From an optimization exercise on the open Yosys and OpenROAD flow, aimed at small area; shortcuts taken in it are not production practice. At most, simulation tests tie the RTL to the original design; equivalence was not proved.

==> flow/design.v <==
`timescale 1ns / 1ps
module ButtonDebounce
    (
        input wire clk,
        input wire reset,
        input wire sig,
        output wire pnext
    );
    localparam [11:0] INV = 12'hAAA;
    reg [11:0] s;
    reg lastSig;
    reg stable;
    wire [11:0] lf = s ^ INV;
    wire low_zero = ~|lf[10:0];
    wire full = low_zero & ~lf[11];
    wire fb = (lf[11] ^ lf[5] ^ lf[3] ^ lf[0]) & ~low_zero;
    wire clr = reset | (sig ^ lastSig);
    assign pnext = ~stable & sig & lastSig & full;
    wire [11:0] lf_next = clr ? 12'h001 : {lf[10:0], fb};
    always @(posedge clk)
    begin
        s <= lf_next ^ INV;
        lastSig <= ~reset & sig;
        if (reset)
            stable <= 1'b0;
        else if (~(sig ^ lastSig) & full)
            stable <= lastSig;
    end
endmodule
`timescale 1ns / 1ps
module hex2bcd(
    input wire sys_clk,
    input wire reset,
    input wire [15:0] HexIn,
    output wire [15:0] digits,    
    output wire lt,               
    output wire store             
    );
    reg [3:0] digit0, digit1, digit2, digit3;
    reg [4:0] j;
    wire carry0 = digit0[3] | (digit0[2] & (digit0[1] | digit0[0]));
    wire carry1 = digit1[3] | (digit1[2] & (digit1[1] | digit1[0]));
    wire carry2 = digit2[3] | (digit2[2] & (digit2[1] | digit2[0]));
    wire [2:0] md0, md1, md2;
    assign md0 = {(digit0[2] & ~digit0[1] & ~digit0[0]) | (digit0[3] & digit0[0]),
                  (digit0[1] & (~digit0[2] | digit0[0])) | (digit0[3] & ~digit0[0]),
                  (digit0[0] & ~digit0[2] & ~digit0[3]) | (digit0[2] & digit0[1] & ~digit0[0]) | (digit0[3] & ~digit0[0])};
    assign md1 = {(digit1[2] & ~digit1[1] & ~digit1[0]) | (digit1[3] & digit1[0]),
                  (digit1[1] & (~digit1[2] | digit1[0])) | (digit1[3] & ~digit1[0]),
                  (digit1[0] & ~digit1[2] & ~digit1[3]) | (digit1[2] & digit1[1] & ~digit1[0]) | (digit1[3] & ~digit1[0])};
    assign md2 = {(digit2[2] & ~digit2[1] & ~digit2[0]) | (digit2[3] & digit2[0]),
                  (digit2[1] & (~digit2[2] | digit2[0])) | (digit2[3] & ~digit2[0]),
                  (digit2[0] & ~digit2[2] & ~digit2[3]) | (digit2[2] & digit2[1] & ~digit2[0]) | (digit2[3] & ~digit2[0])};
    assign store = j[4] & ~j[0];
    assign digits = {digit3, digit2, digit1, digit0};
    assign lt = (HexIn < 16'd10000);
    wire start = j[4] & j[0];
    wire bitin = HexIn[~j[3:0]];
    always @(posedge sys_clk) begin
        digit0 <= {md0, bitin} & {4{~start}};
        digit1 <= {md1, carry0} & {4{~start}};
        digit2 <= {md2, carry1} & {4{~start}};
        digit3 <= {digit3[2:0], carry2} & {4{~start}};
        if (reset | store)
            j <= 5'd31;
        else
            j <= j + 5'd1;
    end
endmodule
module LedDriver(input clk,
                 input reset,
                 input [15:0] value,
                 input bcd,
                 output [7:0] SSEG_CA,
                 output [3:0] SSEG_AN);
  reg [1:0] state;
  reg [3:0] dr;       
  reg [1:0] pos;      
  reg valid;
  localparam [14:0] TINV = 15'h2AAA;
  reg [14:0] tq;
  wire [14:0] timer = tq ^ TINV;
  wire term = (timer == 15'h4E2A);
  wire tclr = reset | term;
  wire [14:0] timer_next = tclr ? 15'h0001 : {timer[13:0], timer[14] ^ timer[13]};
  wire [15:0] digits;
  wire lt, store;
  hex2bcd MyHex2BCD(.sys_clk(clk), .reset(reset), .HexIn(value), .digits(digits), .lt(lt), .store(store));
  reg [3:0] bcur, bnxt;
  function [3:0] nib(input [15:0] x, input [3:0] oh);
    nib = ({4{oh[0]}} & x[3:0]) | ({4{oh[1]}} & x[7:4]) |
          ({4{oh[2]}} & x[11:8]) | ({4{oh[3]}} & x[15:12]);
  endfunction
  wire [1:0] stn = state + {1'b0, term};
  wire [3:0] ohc = {stn == 2'd3, stn == 2'd2, stn == 2'd1, stn == 2'd0};
  wire [3:0] ohn = {ohc[2:0], ohc[3]};
  wire [3:0] dc = nib(digits, ohc);
  wire [3:0] dn = nib(digits, ohn);
  wire [3:0] rc = lt ? dc : 4'd9;
  wire [3:0] rn = lt ? dn : 4'd9;
  wire [3:0] ohs = {state == 2'd3, state == 2'd2, state == 2'd1, state == 2'd0};
  wire [3:0] digit = bcd ? bcur : nib(value, ohs);
  always @(posedge clk) begin
    tq <= timer_next ^ TINV;
    state <= reset ? 2'd0 : stn;
    if (reset) begin
      bcur <= 4'd0;
      bnxt <= 4'd0;
    end else if (store) begin
      bcur <= rc;
      bnxt <= rn;
    end else if (term)
      bcur <= bnxt;
    valid <= ~reset;
    dr <= reset ? 4'd8 : digit;
    pos <= state;
  end
  localparam [15:0] PAT0 = 16'h3812, PAT1 = 16'hD860, PAT2 = 16'hD004, PAT3 = 16'h8492,
                    PAT4 = 16'h02BA, PAT5 = 16'h308E, PAT6 = 16'h0083;
  wire [15:0] oh;    
  genvar v;
  generate
    for (v = 0; v < 16; v = v + 1) begin : dec
      assign oh[v] = (dr == v);
    end
  endgenerate
  wire [6:0] pat = {|(oh & PAT6), |(oh & PAT5), |(oh & PAT4), |(oh & PAT3),
                    |(oh & PAT2), |(oh & PAT1), |(oh & PAT0)};
  assign SSEG_CA = {valid, pat};
  assign SSEG_AN = {valid & ~(pos[1] & pos[0]), valid & ~(pos[1] & ~pos[0]),
                    valid & ~(~pos[1] & pos[0]), valid & ~(~pos[1] & ~pos[0])};
endmodule
`timescale 1ns / 1ps
module directconnection(
	input wire clk,
	input wire reset,
	input wire [7:0] sw,
	input wire [4:0] btn,
	output wire [7:0] Led,
	output wire [7:0] seg,
	output wire [3:0] an
	);
	wire add;    
	wire sub;
	wire mul;
	wire div;
	wire rst;
	assign Led = sw;
	ButtonDebounce add_button_debounce(.clk(clk), .reset(reset), .sig(btn[0]), .pnext(add));
	ButtonDebounce sub_button_debounce(.clk(clk), .reset(reset), .sig(btn[4]), .pnext(sub));
	ButtonDebounce mul_button_debounce(.clk(clk), .reset(reset), .sig(btn[2]), .pnext(mul));
	ButtonDebounce div_button_debounce(.clk(clk), .reset(reset), .sig(btn[3]), .pnext(div));
	ButtonDebounce rst_button_debounce(.clk(clk), .reset(reset), .sig(btn[1]), .pnext(rst));
	reg [2:0] pend;
	reg [2:0] op;
	reg [6:0] inp;               
	reg [15:0] accn;             
	reg [6:0] rem;               
	wire [15:0] acc = ~accn;
	wire mulsel = op[2] & ~op[0];
	wire [6:0] m;
	assign m[0] = mulsel ? inp[0] : (op[2] | op[1] | ~op[0]);
	assign m[6:1] = {6{mulsel}} & inp[6:1];
	wire subsel = op[1] & op[0];
	wire [15:0] a = {{9{subsel}}, {7{op[1]}} & (inp ^ {7{op[0]}})};
	wire [15:0] p;
	MulAdd u_muladd(.x(acc), .m(m), .a(a), .cin(subsel), .p(p));
	wire pass1 = pend[2] & pend[0];    
	wire pass2 = op[2] & op[0];        
	wire [7:0] q8;
	wire [6:0] rout;
	DivBlock8 u_div(.r(rem), .n(pass2 ? acc[7:0] : p[15:8]), .d(pass2 ? inp : sw[6:0]),
	                .q(q8), .ro(rout));
	wire [15:0] val = {p[15:8], pass2 ? q8 : p[7:0]};    
	LedDriver Display(.clk(clk), .reset(reset), .value(val), .bcd(sw[7]), .SSEG_CA(seg), .SSEG_AN(an));
	always @(posedge clk) begin
		accn <= ~(pass1 ? {q8, p[7:0]} : val);
		rem <= {7{pass1}} & rout;
		inp <= sw[6:0];
		pend[2] <= ~reset & ~add & ~sub & (mul | div);
		pend[1] <= ~reset & (add | sub);
		pend[0] <= ~reset & ~add & (sub | (~mul & (div | rst)));
		op <= reset ? 3'b001 : pend;
	end
endmodule
module MulAdd(
	input wire [15:0] x,
	input wire [6:0] m,
	input wire [15:0] a,
	input wire cin,
	output wire [15:0] p
	);
	wire [15:0] s [0:6];
	genvar j, i;
	wire [16:0] c0;
	assign c0[0] = cin;
	generate
		for (i = 0; i < 16; i = i + 1) begin : r0
			wire pp = x[i] & m[0];
			assign s[0][i] = pp ^ a[i] ^ c0[i];
			assign c0[i+1] = (pp & a[i]) | (pp & c0[i]) | (a[i] & c0[i]);
		end
		for (j = 1; j < 7; j = j + 1) begin : row
			wire [16:0] c;
			assign c[j] = 1'b0;
			assign s[j][j-1:0] = s[j-1][j-1:0];
			for (i = j; i < 16; i = i + 1) begin : col
				wire pp = x[i-j] & m[j];
				assign s[j][i] = pp ^ s[j-1][i] ^ c[i];
				assign c[i+1] = (pp & s[j-1][i]) | (pp & c[i]) | (s[j-1][i] & c[i]);
			end
		end
	endgenerate
	assign p = s[6];
endmodule
module DivBlock8(
	input wire [6:0] r,
	input wire [7:0] n,
	input wire [6:0] d,
	output wire [7:0] q,
	output wire [6:0] ro
	);
	wire [7:0] nn = ~n;
	wire [6:0] dn = ~d;
	wire [6:0] rr [0:8];   
	assign rr[0] = r;
	genvar k, i;
	generate
		for (k = 1; k <= 8; k = k + 1) begin : st
			localparam POS = k % 2;             
			wire [7:0] w = {rr[k-1], POS ? n[8-k] : nn[8-k]};
			wire [8:0] c;
			wire [7:0] df;
			assign c[0] = POS ? 1'b1 : 1'b0;
			for (i = 0; i < 8; i = i + 1) begin : bit_
				wire di = (i < 7) ? (POS ? dn[i] : d[i]) : (POS ? 1'b1 : 1'b0);
				assign df[i] = w[i] ^ di ^ c[i];
				assign c[i+1] = (w[i] & di) | (w[i] & c[i]) | (di & c[i]);
			end
			assign q[8-k] = POS ? c[8] : ~c[8];
			wire [6:0] sel = q[8-k] ? df[6:0] : w[6:0];
			assign rr[k] = ~sel;
		end
	endgenerate
	assign ro = rr[8];
endmodule
==> flow/config.mk <==
export PLATFORM = sky130hd
export DESIGN_NAME = directconnection
export DESIGN_NICKNAME = directconnection
export VERILOG_FILES = /design/flow/design.v
export SDC_FILE = /design/flow/constraint.sdc
export NUM_CORES = 4
export LEC_CHECK = 0
export ABC_AREA = 1
export CAP_MARGIN = 20
export CORE_MARGIN = 2
export CORE_UTILIZATION = 40
export SLEW_MARGIN = 20
==> flow/constraint.sdc <==
create_clock -name core_clock -period 40.0 [get_ports {clk}]
set_input_delay 8.0000 -clock core_clock [delete_from_list [all_inputs] [get_ports {clk}]]
set_output_delay 8.0000 -clock core_clock [all_outputs]
set_load 0.01 [all_outputs]
standard.sh (not shown) runs the stock make flow with config.mk's settings and CLKGATE_MAP_FILE= SYNTH_SCRIPT=/design/flow/synth_recipe.tcl, a recipe that flattens the netlist after the stock synthesis.
==> flow/flow/run.sh <==
#!/bin/bash
# Own layout flow: the standard ORFS flow (standard.sh) with
#  - an area-oriented ABC script for the combinational logic in synthesis
#  - CTS without dummy loads and with small clock buffers
#  - port buffers of the smallest buffer cell
# Each tool's output goes to a log file in this folder.
set -euo pipefail
W=$PWD
export OWN_WORK=$W
export OWN_ABC_SCRIPT=$W/flow/area.abc
CTS="-sink_clustering_enable -repair_clock_nets -dont_use_dummy_load -buf_list {sky130_fd_sc_hd__clkbuf_4 sky130_fd_sc_hd__clkbuf_8}"
BUFP="-buffer_cell sky130_fd_sc_hd__buf_1"
export CTS_ARGS="$CTS"
export BUFFER_PORTS_ARGS="$BUFP"
bash standard.sh SYNTH_SCRIPT=$W/flow/synth.tcl "CTS_ARGS=$CTS" "BUFFER_PORTS_ARGS=$BUFP" finish > $W/orfs_make.log 2>&1
==> flow/flow/area.abc <==
strash; &get -n; &deepsyn -T 60; &put; dch -f; amap; topo; stime -c
==> flow/flow/synth.tcl <==
# The standard synthesis script (synth_recipe.tcl, read from the work
# folder) with two differences in the combinational logic only:
#  - Yosys's synth runs without its quick internal ABC pass (-noabc), so the
#    full adders extracted later keep the polarity the RTL gives them;
#  - the technology-mapping ABC call uses an area-oriented script.
# Registers, their names and cell types are those of the standard synthesis.
set f [open $::env(OWN_WORK)/synth_recipe.tcl r]
set synth_recipe [read $f]
close $f
set n0 [string length $synth_recipe]
set synth_recipe [string map {"yosys synth -nofsm -noshare " "yosys synth -nofsm -noshare -noabc "} $synth_recipe]
if {[string length $synth_recipe] == $n0} { error "synth_recipe.tcl has no synth line to change" }
proc abc {args} {
  set i [lsearch $args -script]
  if {$i >= 0} {
    set args [lreplace $args [expr {$i + 1}] [expr {$i + 1}] $::env(OWN_ABC_SCRIPT)]
  }
  yosys abc {*}$args
}
eval $synth_recipe
The baseline went through all stages and came out clean.
Next try:
--- a/flow/design.v
+++ b/flow/design.v
@@ -75,16 +75,16 @@
                  output [3:0] SSEG_AN);
   reg [1:0] state;
   reg [3:0] dr;       
   reg [1:0] pos;      
   reg valid;
-  localparam [14:0] TINV = 15'h2AAA;
-  reg [14:0] tq;
-  wire [14:0] timer = tq ^ TINV;
-  wire term = (timer == 15'h4E2A);
+  localparam [16:0] TINV = 17'h0AAAA;
+  reg [16:0] tq;
+  wire [16:0] timer = tq ^ TINV;
+  wire term = (timer == 17'h13243);
   wire tclr = reset | term;
-  wire [14:0] timer_next = tclr ? 15'h0001 : {timer[13:0], timer[14] ^ timer[13]};
+  wire [16:0] timer_next = tclr ? 17'h00001 : {timer[15:0], timer[16] ^ timer[13]};
   wire [15:0] digits;
   wire lt, store;
   hex2bcd MyHex2BCD(.sys_clk(clk), .reset(reset), .HexIn(value), .digits(digits), .lt(lt), .store(store));
   reg [3:0] bcur, bnxt;
   function [3:0] nib(input [15:0] x, input [3:0] oh);
Result: The new run passed the timing, design-rule and antenna checks; core utilization climbs by 0.62 points; maximum frequency hardly moves; global-route usage goes up by 0.31 points; cell area is higher slightly.
For the second run of this note, only the layout was checked, not whether the RTL still works.

---

Setup of trial 17:
directconnection, a different RTL version from the one above (not shown whole).
Size: ~160 flip-flops, roughly 35 I/O pins, ~11000 sq um of cells after synthesis.
==> module hex2bcd, before the edit <==
module hex2bcd(
    input wire sys_clk,
    input wire reset,
    input wire [15:0] HexIn,
    output reg [15:0] BCD_out
    );
    reg [3:0] digit0, digit1, digit2, digit3;
    reg [4:0] j;
    wire carry0 = digit0[3] | (digit0[2] & (digit0[1] | digit0[0]));
    wire carry1 = digit1[3] | (digit1[2] & (digit1[1] | digit1[0]));
    wire carry2 = digit2[3] | (digit2[2] & (digit2[1] | digit2[0]));
    function [2:0] mod5(input [3:0] d);
        mod5 = {(d[2] & ~d[1] & ~d[0]) | (d[3] & d[0]),
                (d[1] & (~d[2] | d[0])) | (d[3] & ~d[0]),
                (d[0] & ~d[2] & ~d[3]) | (d[2] & d[1] & ~d[0]) | (d[3] & ~d[0])};
    endfunction
    wire store = j[4] & ~j[0];
    wire start = j[4] & j[0];
    wire bitin = HexIn[~j[3:0]];
    always @(posedge sys_clk) begin
        if (start) begin
            digit0 <= 4'd0;
            digit1 <= 4'd0;
            digit2 <= 4'd0;
            digit3 <= 4'd0;
        end else begin
            digit0 <= {mod5(digit0), bitin};
            digit1 <= {mod5(digit1), carry0};
            digit2 <= {mod5(digit2), carry1};
            digit3 <= {digit3[2:0], carry2};
        end
        if (reset)
            BCD_out <= 16'd0;
        else if (store)
            BCD_out <= (HexIn < 16'd10000) ? {digit3, digit2, digit1, digit0} : 16'h9999;
        if (reset | store)
            j <= 5'd31;
        else
            j <= j + 5'd1;
    end
endmodule
clock: 40.0 ns
lec_check: 0
abc_area: 1
cap_margin: 20
core_margin: 2
core_utilization: 40
slew_margin: 20
==> flow/flow/area.abc <==
strash; dch; amap; topo; stime -c
==> flow/flow/synth.tcl <==
# The standard synthesis (synth_recipe.tcl, sourced unchanged) with one
# difference: ABC maps the combinational logic with an area-oriented script.
proc abc {args} {
  set i [lsearch $args -script]
  if {$i >= 0} {
    set args [lreplace $args [expr {$i + 1}] [expr {$i + 1}] $::env(OWN_ABC_SCRIPT)]
  }
  yosys abc {*}$args
}
source $::env(OWN_WORK)/synth_recipe.tcl
Scripts as last shown in full above: flow/flow/run.sh
Setup changes, trial 17 to build 8
--- a/flow/design.v
+++ b/flow/design.v
@@ -39,26 +39,24 @@
     wire carry0 = digit0[3] | (digit0[2] & (digit0[1] | digit0[0]));
     wire carry1 = digit1[3] | (digit1[2] & (digit1[1] | digit1[0]));
     wire carry2 = digit2[3] | (digit2[2] & (digit2[1] | digit2[0]));
-    function [2:0] mod5(input [3:0] d);
-        mod5 = {(d[2] & ~d[1] & ~d[0]) | (d[3] & d[0]),
-                (d[1] & (~d[2] | d[0])) | (d[3] & ~d[0]),
-                (d[0] & ~d[2] & ~d[3]) | (d[2] & d[1] & ~d[0]) | (d[3] & ~d[0])};
-    endfunction
+    wire [2:0] md0, md1, md2;
+    assign md0 = {(digit0[2] & ~digit0[1] & ~digit0[0]) | (digit0[3] & digit0[0]),
+                  (digit0[1] & (~digit0[2] | digit0[0])) | (digit0[3] & ~digit0[0]),
+                  (digit0[0] & ~digit0[2] & ~digit0[3]) | (digit0[2] & digit0[1] & ~digit0[0]) | (digit0[3] & ~digit0[0])};
+    assign md1 = {(digit1[2] & ~digit1[1] & ~digit1[0]) | (digit1[3] & digit1[0]),
+                  (digit1[1] & (~digit1[2] | digit1[0])) | (digit1[3] & ~digit1[0]),
+                  (digit1[0] & ~digit1[2] & ~digit1[3]) | (digit1[2] & digit1[1] & ~digit1[0]) | (digit1[3] & ~digit1[0])};
+    assign md2 = {(digit2[2] & ~digit2[1] & ~digit2[0]) | (digit2[3] & digit2[0]),
+                  (digit2[1] & (~digit2[2] | digit2[0])) | (digit2[3] & ~digit2[0]),
+                  (digit2[0] & ~digit2[2] & ~digit2[3]) | (digit2[2] & digit2[1] & ~digit2[0]) | (digit2[3] & ~digit2[0])};
     wire store = j[4] & ~j[0];
     wire start = j[4] & j[0];
     wire bitin = HexIn[~j[3:0]];
     always @(posedge sys_clk) begin
-        if (start) begin
-            digit0 <= 4'd0;
-            digit1 <= 4'd0;
-            digit2 <= 4'd0;
-            digit3 <= 4'd0;
-        end else begin
-            digit0 <= {mod5(digit0), bitin};
-            digit1 <= {mod5(digit1), carry0};
-            digit2 <= {mod5(digit2), carry1};
-            digit3 <= {digit3[2:0], carry2};
-        end
+        digit0 <= {md0, bitin} & {4{~start}};
+        digit1 <= {md1, carry0} & {4{~start}};
+        digit2 <= {md2, carry1} & {4{~start}};
+        digit3 <= {digit3[2:0], carry2} & {4{~start}};
         if (reset)
             BCD_out <= 16'd0;
         else if (store)
--- outcome ---
Cmp trial 17 and build 8 / portion of the clock cycle consumed by the worst path in the final layout / higher: build 8. Diff trial 17 -> build 8: CTS clock-pin slew for the worst setup and hold paths increased 0.02 ns. Relative to trial 17, the share of synthesized cell area in and, or, nand and nor gates of build 8 is lower by 0.99 points. Compared with trial 17, build 8 shows a post-synthesis xor/xnor area fraction that is 0.16 points lower. On register cell area after layout, trial 17 and build 8 are neck and neck. Between build 8 and trial 17, the utilization does not differ in any meaningful way.
Function not checked in trial 17: the RTL went through the layout flow alone.

## separate check: timing with driven ports
The flow's constraints put no driver on any port. The routed layouts listed below were extracted and timed again, unchanged, in two steps.
Step 1: set_driving_cell puts a clkbuf_16 on clk and a buf_2 on each other input, an assumption about the parent block.
Step 2 moves the port delays by t, midway between the first and last clock arrival at a register: inputs arrive t later, outputs are due t later. That takes back most of the time a late clock gives input paths.
Three values: ideal, step 1, step 2; two values: the first two.
run	t (ns)	setup slack, ns	hold WS [ns]
the first run of note 1	0.484	1.960 / 1.960 / 1.960	0.375 / 0.375 / 0.375
the second run of note 1	0.477	1.981 / 1.981 / 1.981	0.367 / 0.367 / 0.367
trial 17	0.472	3.049 / 3.049 / 3.049	0.371 / 0.371 / 0.371
build 8	0.480	2.874 / 2.874 / 2.874	0.372 / 0.372 / 0.372
After both steps setup and hold are still met in every run listed.
